What follows belongs to an exercise in optimizing a design on an open flow for small area and a short achievable clock period; a production flow would make more cautious choices. Only simulation tests tie the RTL to the original design; equivalence was not proved.

Setup of run 1:
==> flow/design.v (excerpt) <==
module sparc_mul_top(
   mul_exu_ack, mul_spu_ack, mul_spu_shf_ack, mul_data_out,
   rclk, grst_l, exu_mul_input_vld, exu_mul_rs1_data, exu_mul_rs2_data,
   spu_mul_req_vld, spu_mul_acc, spu_mul_areg_shf, spu_mul_areg_rst,
   spu_mul_op1_data, spu_mul_op2_data, spu_mul_mulres_lshft
   );
input		rclk;
input		grst_l;
input		exu_mul_input_vld;
input [63:0]	exu_mul_rs1_data;
input [63:0]	exu_mul_rs2_data;
input		spu_mul_req_vld;
input		spu_mul_acc;
input		spu_mul_areg_shf;
input		spu_mul_areg_rst;
input [63:0]	spu_mul_op1_data;
input [63:0]	spu_mul_op2_data;
input		spu_mul_mulres_lshft;
output		mul_exu_ack;
output		mul_spu_ack;
output		mul_spu_shf_ack;
output [63:0]	mul_data_out;
wire sel_spu, x2, c1_act, c2_act, c3_act, acc_actc1, acc_actc2, acc_actc3, acc_clr;
wire acc_reg_rst, acc_reg_shf, acc_reg_shf2;
sparc_mul_cntl control (
	.ecl_mul_req_vld	(exu_mul_input_vld),
	.spu_mul_req_vld	(spu_mul_req_vld),
	.spu_mul_acc		(spu_mul_acc),
	.spu_mul_areg_shf	(spu_mul_areg_shf),
	.spu_mul_areg_rst	(spu_mul_areg_rst),
	.spu_mul_mulres_lshft	(spu_mul_mulres_lshft),
	.sel_spu		(sel_spu),
	.x2			(x2),
	.c1_act			(c1_act),
	.c2_act			(c2_act),
	.c3_act			(c3_act),
	.acc_actc1		(acc_actc1),
	.acc_actc2		(acc_actc2),
	.acc_actc3		(acc_actc3),
	.acc_clr		(acc_clr),
	.acc_reg_rst		(acc_reg_rst),
  ...
clock: 10.0 ns
lec_check: 0
cap_margin: 20
core_margin: 2
core_utilization: 40
cts_buf_list: sky130_fd_sc_hd__clkbuf_8
slew_margin: 20
standard.sh (not shown) runs the stock make flow with config.mk's settings and CLKGATE_MAP_FILE= SYNTH_SCRIPT=/design/flow/synth_recipe.tcl, a recipe that flattens the netlist after the stock synthesis.
==> flow/flow/run.sh <==
#!/bin/bash
# Standard layout (standard.sh's make call) with a config that adds to
# the standard flow's config.mk:
# - SYNTH_ARGS=-noabc: synthesis skips the quick ABC pass that Yosys's synth
#   runs before ORFS's full-adder extraction. That pass rewrites the
#   carry-save tree's gates with mixed polarities, and extract_fa then leaves
#   an inverter on most full-adder connections. The registers are the ones
#   the standard synthesis makes.
# - the delay cells join DONT_USE_CELLS, so that the port buffers
#   (buffer_ports takes the weakest buffer) are plain buffers.
# - timing repair aims at a 4.6 ns period (the clock stays at 10 ns).
set -euo pipefail
W=$PWD
DLY=""
for c in clkdlybuf4s15_1 clkdlybuf4s15_2 clkdlybuf4s18_1 clkdlybuf4s18_2 \
         clkdlybuf4s25_1 clkdlybuf4s25_2 clkdlybuf4s50_1 clkdlybuf4s50_2 \
         dlygate4sd1_1 dlygate4sd2_1 dlygate4sd3_1 \
         dlymetal6s2s_1 dlymetal6s4s_1 dlymetal6s6s_1; do
  DLY="$DLY sky130_fd_sc_hd__$c"
done
cat > $W/flow/own_config.mk <<EOC
include $W/config.mk
export SYNTH_ARGS = -noabc
export SETUP_SLACK_MARGIN = 5.4
export DONT_USE_CELLS = $DLY
EOC
sed "s#DESIGN_CONFIG=[^ ]*#DESIGN_CONFIG=$W/flow/own_config.mk#" standard.sh > $W/flow/own_standard.sh
bash $W/flow/own_standard.sh finish > flow_make.log 2>&1
==> flow/flow/own_config.mk <==
include /design/flow/config.mk
export SYNTH_ARGS = -noabc
export SETUP_SLACK_MARGIN = 5.4
export DONT_USE_CELLS =  sky130_fd_sc_hd__clkdlybuf4s15_1 sky130_fd_sc_hd__clkdlybuf4s15_2 sky130_fd_sc_hd__clkdlybuf4s18_1 sky130_fd_sc_hd__clkdlybuf4s18_2 sky130_fd_sc_hd__clkdlybuf4s25_1 sky130_fd_sc_hd__clkdlybuf4s25_2 sky130_fd_sc_hd__clkdlybuf4s50_1 sky130_fd_sc_hd__clkdlybuf4s50_2 sky130_fd_sc_hd__dlygate4sd1_1 sky130_fd_sc_hd__dlygate4sd2_1 sky130_fd_sc_hd__dlygate4sd3_1 sky130_fd_sc_hd__dlymetal6s2s_1 sky130_fd_sc_hd__dlymetal6s4s_1 sky130_fd_sc_hd__dlymetal6s6s_1
==> flow/flow/own_standard.sh <==
#!/bin/bash
# The standard flow's own layout of this design, on the ORFS make targets given (by default finish). After
# finish it leaves the final layout's DEF at /design/flow/out/final.def.
set -euo pipefail
make -C /OpenROAD-flow-scripts/flow DESIGN_CONFIG=/design/flow/flow/own_config.mk WORK_HOME=/design/flow/orfs CLKGATE_MAP_FILE= SYNTH_SCRIPT=/design/flow/synth_recipe.tcl CAP_MARGIN=20 CORE_MARGIN=2 CORE_UTILIZATION=40 CTS_BUF_LIST=sky130_fd_sc_hd__clkbuf_8 SLEW_MARGIN=20 "${@:-finish}"
if [[ -f /design/flow/orfs/results/sky130hd/sparc_mul_top/base/6_final.odb ]]; then
  : # left out here: write the final layout as DEF
fi
Run 1 went all the way through synthesis, placement and routing and the layout is clean on timing, DRC and antenna.
## Diff of input files: run 2 against run 1
diff --git a/flow/flow/run.sh b/flow/flow/run.sh
--- a/flow/flow/run.sh
+++ b/flow/flow/run.sh
@@ -11 +11 @@
-# - timing repair aims at a 4.6 ns period (the clock stays at 10 ns).
+# - timing repair aims at a 4.5 ns period (the clock stays at 10 ns).
@@ -24 +24 @@
-export SETUP_SLACK_MARGIN = 5.4
+export SETUP_SLACK_MARGIN = 5.5
diff --git a/flow/flow/own_config.mk b/flow/flow/own_config.mk
--- a/flow/flow/own_config.mk
+++ b/flow/flow/own_config.mk
@@ -3 +3 @@
-export SETUP_SLACK_MARGIN = 5.4
+export SETUP_SLACK_MARGIN = 5.5
The final cell utilization of the core in run 2 was higher than what run 1 gave. Higher post-cts sizing count goes to run 2 over run 1. Routed wire in run 2 totals more than in run 1. Re maximum frequency: run 2 is about 2% up on run 1. A critical path capture point of control.ok_nb is what run 1 shows, while control.ok_f belongs to run 2. Run 2: cell count 0.81% above run 1. Compared with run 1, in run 2 buffers inserted during post-CTS setup optimization increased by about 22% relative to the old numbers, count of multi-input combinational gates closely matched the old numbers.
The inputs of run 3 differ from those of run 2 as listed below.
- CORE_UTILIZATION changed from 40 to 55
diff --git a/flow/flow/run.sh b/flow/flow/run.sh
--- a/flow/flow/run.sh
+++ b/flow/flow/run.sh
@@ -11 +11 @@
-# - timing repair aims at a 4.5 ns period (the clock stays at 10 ns).
+# - timing repair aims at a 4.55 ns period (the clock stays at 10 ns).
@@ -24 +24 @@
-export SETUP_SLACK_MARGIN = 5.5
+export SETUP_SLACK_MARGIN = 5.45
diff --git a/flow/flow/own_config.mk b/flow/flow/own_config.mk
--- a/flow/flow/own_config.mk
+++ b/flow/flow/own_config.mk
@@ -3 +3 @@
-export SETUP_SLACK_MARGIN = 5.5
+export SETUP_SLACK_MARGIN = 5.45
==> flow/flow/own_standard.sh <==
#!/bin/bash
# The standard flow's own layout of this design, on the ORFS make targets given (by default finish). After
# finish it leaves the final layout's DEF at /design/flow/out/final.def.
set -euo pipefail
make -C /OpenROAD-flow-scripts/flow DESIGN_CONFIG=/design/flow/flow/own_config.mk WORK_HOME=/design/flow/orfs CLKGATE_MAP_FILE= SYNTH_SCRIPT=/design/flow/synth_recipe.tcl CAP_MARGIN=20 CORE_MARGIN=2 CORE_UTILIZATION=55 CTS_BUF_LIST=sky130_fd_sc_hd__clkbuf_8 SLEW_MARGIN=20 "${@:-finish}"
if [[ -f /design/flow/orfs/results/sky130hd/sparc_mul_top/base/6_final.odb ]]; then
  : # left out here: write the final layout as DEF
fi
- Run 3 finished all stages; the layout is clean.
- Run 3 ends up with a number of detailed-route iterations in the first pass that is 3 lower than in run 2.
- Cmp run 3 and run 2 / reg2reg setup slack / lower: run 3
- Compared run 2 against run 3; flip-flop and latch count after synthesis within noise.
- Comparing run 3 and run 2, initial standard-cell utilization of the core is lower on run 2.
- Against run 2, the final cell area of run 3 is lower.
- Summary of run 3 over run 2: sequential share of cell area grew by 0.17 points.
The following lists how run 4 was set up differently from run 3:
- CTS_BUF_LIST changed from sky130_fd_sc_hd__clkbuf_8 to sky130_fd_sc_hd__clkbuf_4
- CORE_UTILIZATION changed from 55 to 40
==> flow/flow/own_standard.sh <==
#!/bin/bash
# The standard flow's own layout of this design, on the ORFS make targets given (by default finish). After
# finish it leaves the final layout's DEF at /design/flow/out/final.def.
set -euo pipefail
make -C /OpenROAD-flow-scripts/flow DESIGN_CONFIG=/design/flow/flow/own_config.mk WORK_HOME=/design/flow/orfs CLKGATE_MAP_FILE= SYNTH_SCRIPT=/design/flow/synth_recipe.tcl CAP_MARGIN=20 CORE_MARGIN=2 CORE_UTILIZATION=40 CTS_BUF_LIST=sky130_fd_sc_hd__clkbuf_4 SLEW_MARGIN=20 "${@:-finish}"
if [[ -f /design/flow/orfs/results/sky130hd/sparc_mul_top/base/6_final.odb ]]; then
  : # left out here: write the final layout as DEF
fi
Run 4 went all the way through synthesis, placement and routing and the layout is clean on timing, DRC and antenna. Run 4 vs. run 3: share of the core filled with cells went down by 17 points. Summed area of non-filler cells in the final layout: run 4 vs run 3 — no meaningful difference. Run 4 vs run 3: overall routed net length down by a few percent. In terms of fraction of area in multi-input gates, run 3 and run 4 differ only marginally. The run showing the greater met3 track utilization from global routing is run 3. Sort run 3 and run 4 by number of diodes added for antenna fixing asc -> top: run 4. More vias were needed by run 3 than by run 4.

* * *

sparc_mul_top again, from the RTL that the note above started with.
==> flow/design.v (excerpt) <==
module sparc_mul_top(
   mul_exu_ack, mul_spu_ack, mul_spu_shf_ack, mul_data_out,
   rclk, grst_l, exu_mul_input_vld, exu_mul_rs1_data, exu_mul_rs2_data,
   spu_mul_req_vld, spu_mul_acc, spu_mul_areg_shf, spu_mul_areg_rst,
   spu_mul_op1_data, spu_mul_op2_data, spu_mul_mulres_lshft
   );
clock: 10.0 ns
lec_check: 0
cap_margin: 20
core_margin: 2
core_utilization: 40
cts_buf_list: sky130_fd_sc_hd__clkbuf_8
setup_slack_margin: 5.0
slew_margin: 20
==> flow/flow/run.sh <==
#!/bin/bash
# Standard layout (standard.sh's make call) with a config that adds to
# the standard flow's config.mk:
# - SYNTH_ARGS=-noabc: synthesis skips the quick ABC pass that Yosys's synth
#   runs before ORFS's full-adder extraction. That pass rewrites the
#   carry-save tree's gates with mixed polarities, and extract_fa then leaves
#   an inverter on most full-adder connections. The registers are the ones
#   the standard synthesis makes.
# - the delay cells join DONT_USE_CELLS, so that the port buffers
#   (buffer_ports takes the weakest buffer) are plain buffers.
set -euo pipefail
W=$PWD
DLY=""
for c in clkdlybuf4s15_1 clkdlybuf4s15_2 clkdlybuf4s18_1 clkdlybuf4s18_2 \
         clkdlybuf4s25_1 clkdlybuf4s25_2 clkdlybuf4s50_1 clkdlybuf4s50_2 \
         dlygate4sd1_1 dlygate4sd2_1 dlygate4sd3_1 \
         dlymetal6s2s_1 dlymetal6s4s_1 dlymetal6s6s_1; do
  DLY="$DLY sky130_fd_sc_hd__$c"
done
cat > $W/flow/own_config.mk <<EOC
include $W/config.mk
export SYNTH_ARGS = -noabc
export DONT_USE_CELLS = $DLY
EOC
sed "s#DESIGN_CONFIG=[^ ]*#DESIGN_CONFIG=$W/flow/own_config.mk#" standard.sh > $W/flow/own_standard.sh
bash $W/flow/own_standard.sh finish > flow_make.log 2>&1
The first run ran to the end with no violations.
Then changed:
--- a/flow/flow/run.sh
+++ b/flow/flow/run.sh
@@ -10,0 +11 @@
+# - timing repair aims at a 4.7 ns period (the clock stays at 10 ns).
@@ -22,0 +24 @@
+export SETUP_SLACK_MARGIN = 5.3
SETUP_SLACK_MARGIN = unset   (was 5.0)
What happened: The new run ran to the end with no violations; non-clock buffer count climbs by 76; synthesized cell count stays the same; fmax climbs by 6.7%; routed wire length climbs by about 3.5%; design area climbs by about 1.1%; core utilization climbs by 0.49 points.
Then changed:
==> flow/flow/own_config.mk (new file) <==
include /design/flow/config.mk
export SYNTH_ARGS = -noabc
export SETUP_SLACK_MARGIN = 5.3
export DONT_USE_CELLS =  sky130_fd_sc_hd__clkdlybuf4s15_1 sky130_fd_sc_hd__clkdlybuf4s15_2 sky130_fd_sc_hd__clkdlybuf4s18_1 sky130_fd_sc_hd__clkdlybuf4s18_2 sky130_fd_sc_hd__clkdlybuf4s25_1 sky130_fd_sc_hd__clkdlybuf4s25_2 sky130_fd_sc_hd__clkdlybuf4s50_1 sky130_fd_sc_hd__clkdlybuf4s50_2 sky130_fd_sc_hd__dlygate4sd1_1 sky130_fd_sc_hd__dlygate4sd2_1 sky130_fd_sc_hd__dlygate4sd3_1 sky130_fd_sc_hd__dlymetal6s2s_1 sky130_fd_sc_hd__dlymetal6s4s_1 sky130_fd_sc_hd__dlymetal6s6s_1
==> flow/flow/own_standard.sh (new file) <==
#!/bin/bash
# The standard flow's own layout of this design, on the ORFS make targets given (by default finish). After
# finish it leaves the final layout's DEF at /design/flow/out/final.def.
set -euo pipefail
make -C /OpenROAD-flow-scripts/flow DESIGN_CONFIG=/design/flow/flow/own_config.mk WORK_HOME=/design/flow/orfs CLKGATE_MAP_FILE= SYNTH_SCRIPT=/design/flow/synth_recipe.tcl CAP_MARGIN=20 CORE_MARGIN=2 CORE_UTILIZATION=55 CTS_BUF_LIST=sky130_fd_sc_hd__clkbuf_8 SLEW_MARGIN=20 "${@:-finish}"
if [[ -f /design/flow/orfs/results/sky130hd/sparc_mul_top/base/6_final.odb ]]; then
  : # left out here: write the final layout as DEF
fi
CORE_UTILIZATION = 55   (was 40)
Result:
- The new run produced a clean layout
- first-iteration DRC count came out higher by about 1%
- routed wire length came out higher by about 3%
- count of clock-buffer cells in the layout came out higher by 8
- clock skew came out lower by 6.3 ps
- design area came out lower by about 0.9%
Then changed:
--- a/flow/flow/run.sh
+++ b/flow/flow/run.sh
@@ -11 +11 @@
-# - timing repair aims at a 4.7 ns period (the clock stays at 10 ns).
+# - timing repair aims at a 4.55 ns period (the clock stays at 10 ns).
@@ -24 +24 @@
-export SETUP_SLACK_MARGIN = 5.3
+export SETUP_SLACK_MARGIN = 5.45
--- a/flow/flow/own_config.mk
+++ b/flow/flow/own_config.mk
@@ -3 +3 @@
-export SETUP_SLACK_MARGIN = 5.3
+export SETUP_SLACK_MARGIN = 5.45
==> flow/flow/own_standard.sh (replaced) <==
#!/bin/bash
# The standard flow's own layout of this design, on the ORFS make targets given (by default finish). After
# finish it leaves the final layout's DEF at /design/flow/out/final.def.
set -euo pipefail
make -C /OpenROAD-flow-scripts/flow DESIGN_CONFIG=/design/flow/flow/own_config.mk WORK_HOME=/design/flow/orfs CLKGATE_MAP_FILE= SYNTH_SCRIPT=/design/flow/synth_recipe.tcl CAP_MARGIN=20 CORE_MARGIN=2 CORE_UTILIZATION=40 CTS_BUF_LIST=sky130_fd_sc_hd__clkbuf_8 PLACE_DENSITY=0.7 SLEW_MARGIN=20 "${@:-finish}"
if [[ -f /design/flow/orfs/results/sky130hd/sparc_mul_top/base/6_final.odb ]]; then
  : # left out here: write the final layout as DEF
fi
CORE_UTILIZATION = 40   (was 55)
PLACE_DENSITY = 0.7   (was unset)
=>
- hold slack hardly moves
- die area is higher by 37%
- area after synthesis is unchanged
- register-to-register slack improves by 80 ps

* * *

Another version of the RTL of sparc_mul_top (not shown whole).
For scale: roughly 6600 cells after synthesis, roughly 590 flip-flops, ~330 I/O pins.
// sparc_mul_top
module sparc_mul_top(
   mul_exu_ack, mul_spu_ack, mul_spu_shf_ack, mul_data_out,
   rclk, grst_l, exu_mul_input_vld, exu_mul_rs1_data, exu_mul_rs2_data,
   spu_mul_req_vld, spu_mul_acc, spu_mul_areg_shf, spu_mul_areg_rst,
   spu_mul_op1_data, spu_mul_op2_data, spu_mul_mulres_lshft
   );
Settings: LEC_CHECK=0, CAP_MARGIN=20, CORE_MARGIN=2, CORE_UTILIZATION=40, CTS_BUF_LIST=sky130_fd_sc_hd__clkbuf_8, SLEW_MARGIN=20; clock period 10.0 ns.
==> flow/flow/run.sh <==
#!/bin/bash
# Standard layout (standard.sh's make call) with a config that adds to
# the standard flow's config.mk:
# - SYNTH_ARGS=-noabc: synthesis skips the quick ABC pass that Yosys's synth
#   runs before ORFS's full-adder extraction. That pass rewrites the
#   carry-save tree's gates with mixed polarities, and extract_fa then leaves
#   an inverter on most full-adder connections. The registers are the ones
#   the standard synthesis makes.
# - the delay cells join DONT_USE_CELLS, so that the port buffers
#   (buffer_ports takes the weakest buffer) are plain buffers.
# - timing repair aims at a 4.7 ns period (the clock stays at 10 ns).
set -euo pipefail
W=$PWD
DLY=""
for c in clkdlybuf4s15_1 clkdlybuf4s15_2 clkdlybuf4s18_1 clkdlybuf4s18_2 \
         clkdlybuf4s25_1 clkdlybuf4s25_2 clkdlybuf4s50_1 clkdlybuf4s50_2 \
         dlygate4sd1_1 dlygate4sd2_1 dlygate4sd3_1 \
         dlymetal6s2s_1 dlymetal6s4s_1 dlymetal6s6s_1; do
  DLY="$DLY sky130_fd_sc_hd__$c"
done
cat > $W/flow/own_config.mk <<EOC
include $W/config.mk
export SYNTH_ARGS = -noabc
export SETUP_SLACK_MARGIN = 5.3
export DONT_USE_CELLS = $DLY
EOC
sed "s#DESIGN_CONFIG=[^ ]*#DESIGN_CONFIG=$W/flow/own_config.mk#" standard.sh > $W/flow/own_standard.sh
bash $W/flow/own_standard.sh finish > flow_make.log 2>&1
The first run finished with timing, DRC and antenna clean.
Rerun with:
==> flow/flow/own_config.mk (new file) <==
include /design/flow/config.mk
export SYNTH_ARGS = -noabc
export SETUP_SLACK_MARGIN = 5.3
export DONT_USE_CELLS =  sky130_fd_sc_hd__clkdlybuf4s15_1 sky130_fd_sc_hd__clkdlybuf4s15_2 sky130_fd_sc_hd__clkdlybuf4s18_1 sky130_fd_sc_hd__clkdlybuf4s18_2 sky130_fd_sc_hd__clkdlybuf4s25_1 sky130_fd_sc_hd__clkdlybuf4s25_2 sky130_fd_sc_hd__clkdlybuf4s50_1 sky130_fd_sc_hd__clkdlybuf4s50_2 sky130_fd_sc_hd__dlygate4sd1_1 sky130_fd_sc_hd__dlygate4sd2_1 sky130_fd_sc_hd__dlygate4sd3_1 sky130_fd_sc_hd__dlymetal6s2s_1 sky130_fd_sc_hd__dlymetal6s4s_1 sky130_fd_sc_hd__dlymetal6s6s_1
==> flow/flow/own_standard.sh (new file) <==
#!/bin/bash
# The standard flow's own layout of this design, on the ORFS make targets given (by default finish). After
# finish it leaves the final layout's DEF at /design/flow/out/final.def.
set -euo pipefail
make -C /OpenROAD-flow-scripts/flow DESIGN_CONFIG=/design/flow/flow/own_config.mk WORK_HOME=/design/flow/orfs CLKGATE_MAP_FILE= SYNTH_SCRIPT=/design/flow/synth_recipe.tcl CAP_MARGIN=20 CORE_MARGIN=2 CORE_UTILIZATION=40 CTS_BUF_LIST=sky130_fd_sc_hd__clkbuf_8 SLEW_MARGIN=20 "${@:-finish}"
if [[ -f /design/flow/orfs/results/sky130hd/sparc_mul_top/base/6_final.odb ]]; then
  : # left out here: write the final layout as DEF
fi
Outcome: Final area does not change. Die area stays the same. First-iteration DRC count does not change.

[re-timing with driven ports]
Ports are ideal in the flow. The routed layouts listed here were re-timed in OpenROAD.
Step 1: set_driving_cell puts a clkbuf_16 on rclk and a buf_2 on each other input, an assumption about the parent block.
Step 2 also shifts input and output timing later by t, the mid clock arrival at the registers, as if the neighbouring blocks saw the same clock.
Slacks: no drivers / after step 1 / after step 2; pairs: no drivers / after step 1.
| run | shift t [ns] | setup slack, ns | worst hold slack (ns) | worst setup path at the end |
|---|---|---|---|---|
| run 1 | 0.952 | 4.882 / 4.785 / 3.834 | 0.447 / 0.447 / 0.447 | input to register |
| run 2 | 0.988 | 4.986 / 4.911 / 3.924 | 0.419 / 0.419 / 0.419 | input to register |
| run 3 | 0.945 | 5.437 / 5.247 / 4.740 | 0.442 / 0.442 / 0.442 | input to register |
| run 4 | 1.361 | 5.423 / 5.270 / 4.476 | 0.443 / 0.443 / 0.443 | input to register |
| the first run of note 2 | 0.940 | 4.995 / 4.995 / 4.995 | 0.453 / 0.453 / 0.453 | register to register |
| the second run of note 2 | 0.958 | 5.309 / 5.123 / 5.059 | 0.431 / 0.431 / 0.431 | input to register |
| the third run of note 2 | 0.931 | 5.298 / 5.110 / 4.905 | 0.441 / 0.441 / 0.441 | input to register |
| the fourth run of note 2 | 0.951 | 4.873 / 4.801 / 3.850 | 0.442 / 0.442 / 0.442 | input to register |
| the first run of note 3 | 0.940 | 5.281 / 5.242 / 5.084 | 0.432 / 0.432 / 0.432 | input to register |
| the second run of note 3 | 0.940 | 5.281 / 5.242 / 5.084 | 0.432 / 0.432 / 0.432 | input to register |
After both steps setup and hold are still met in every run listed. For run 2, which loses most, drivers alone change the setup slack by -0.075 ns; drivers and shift together by -1.062 ns.
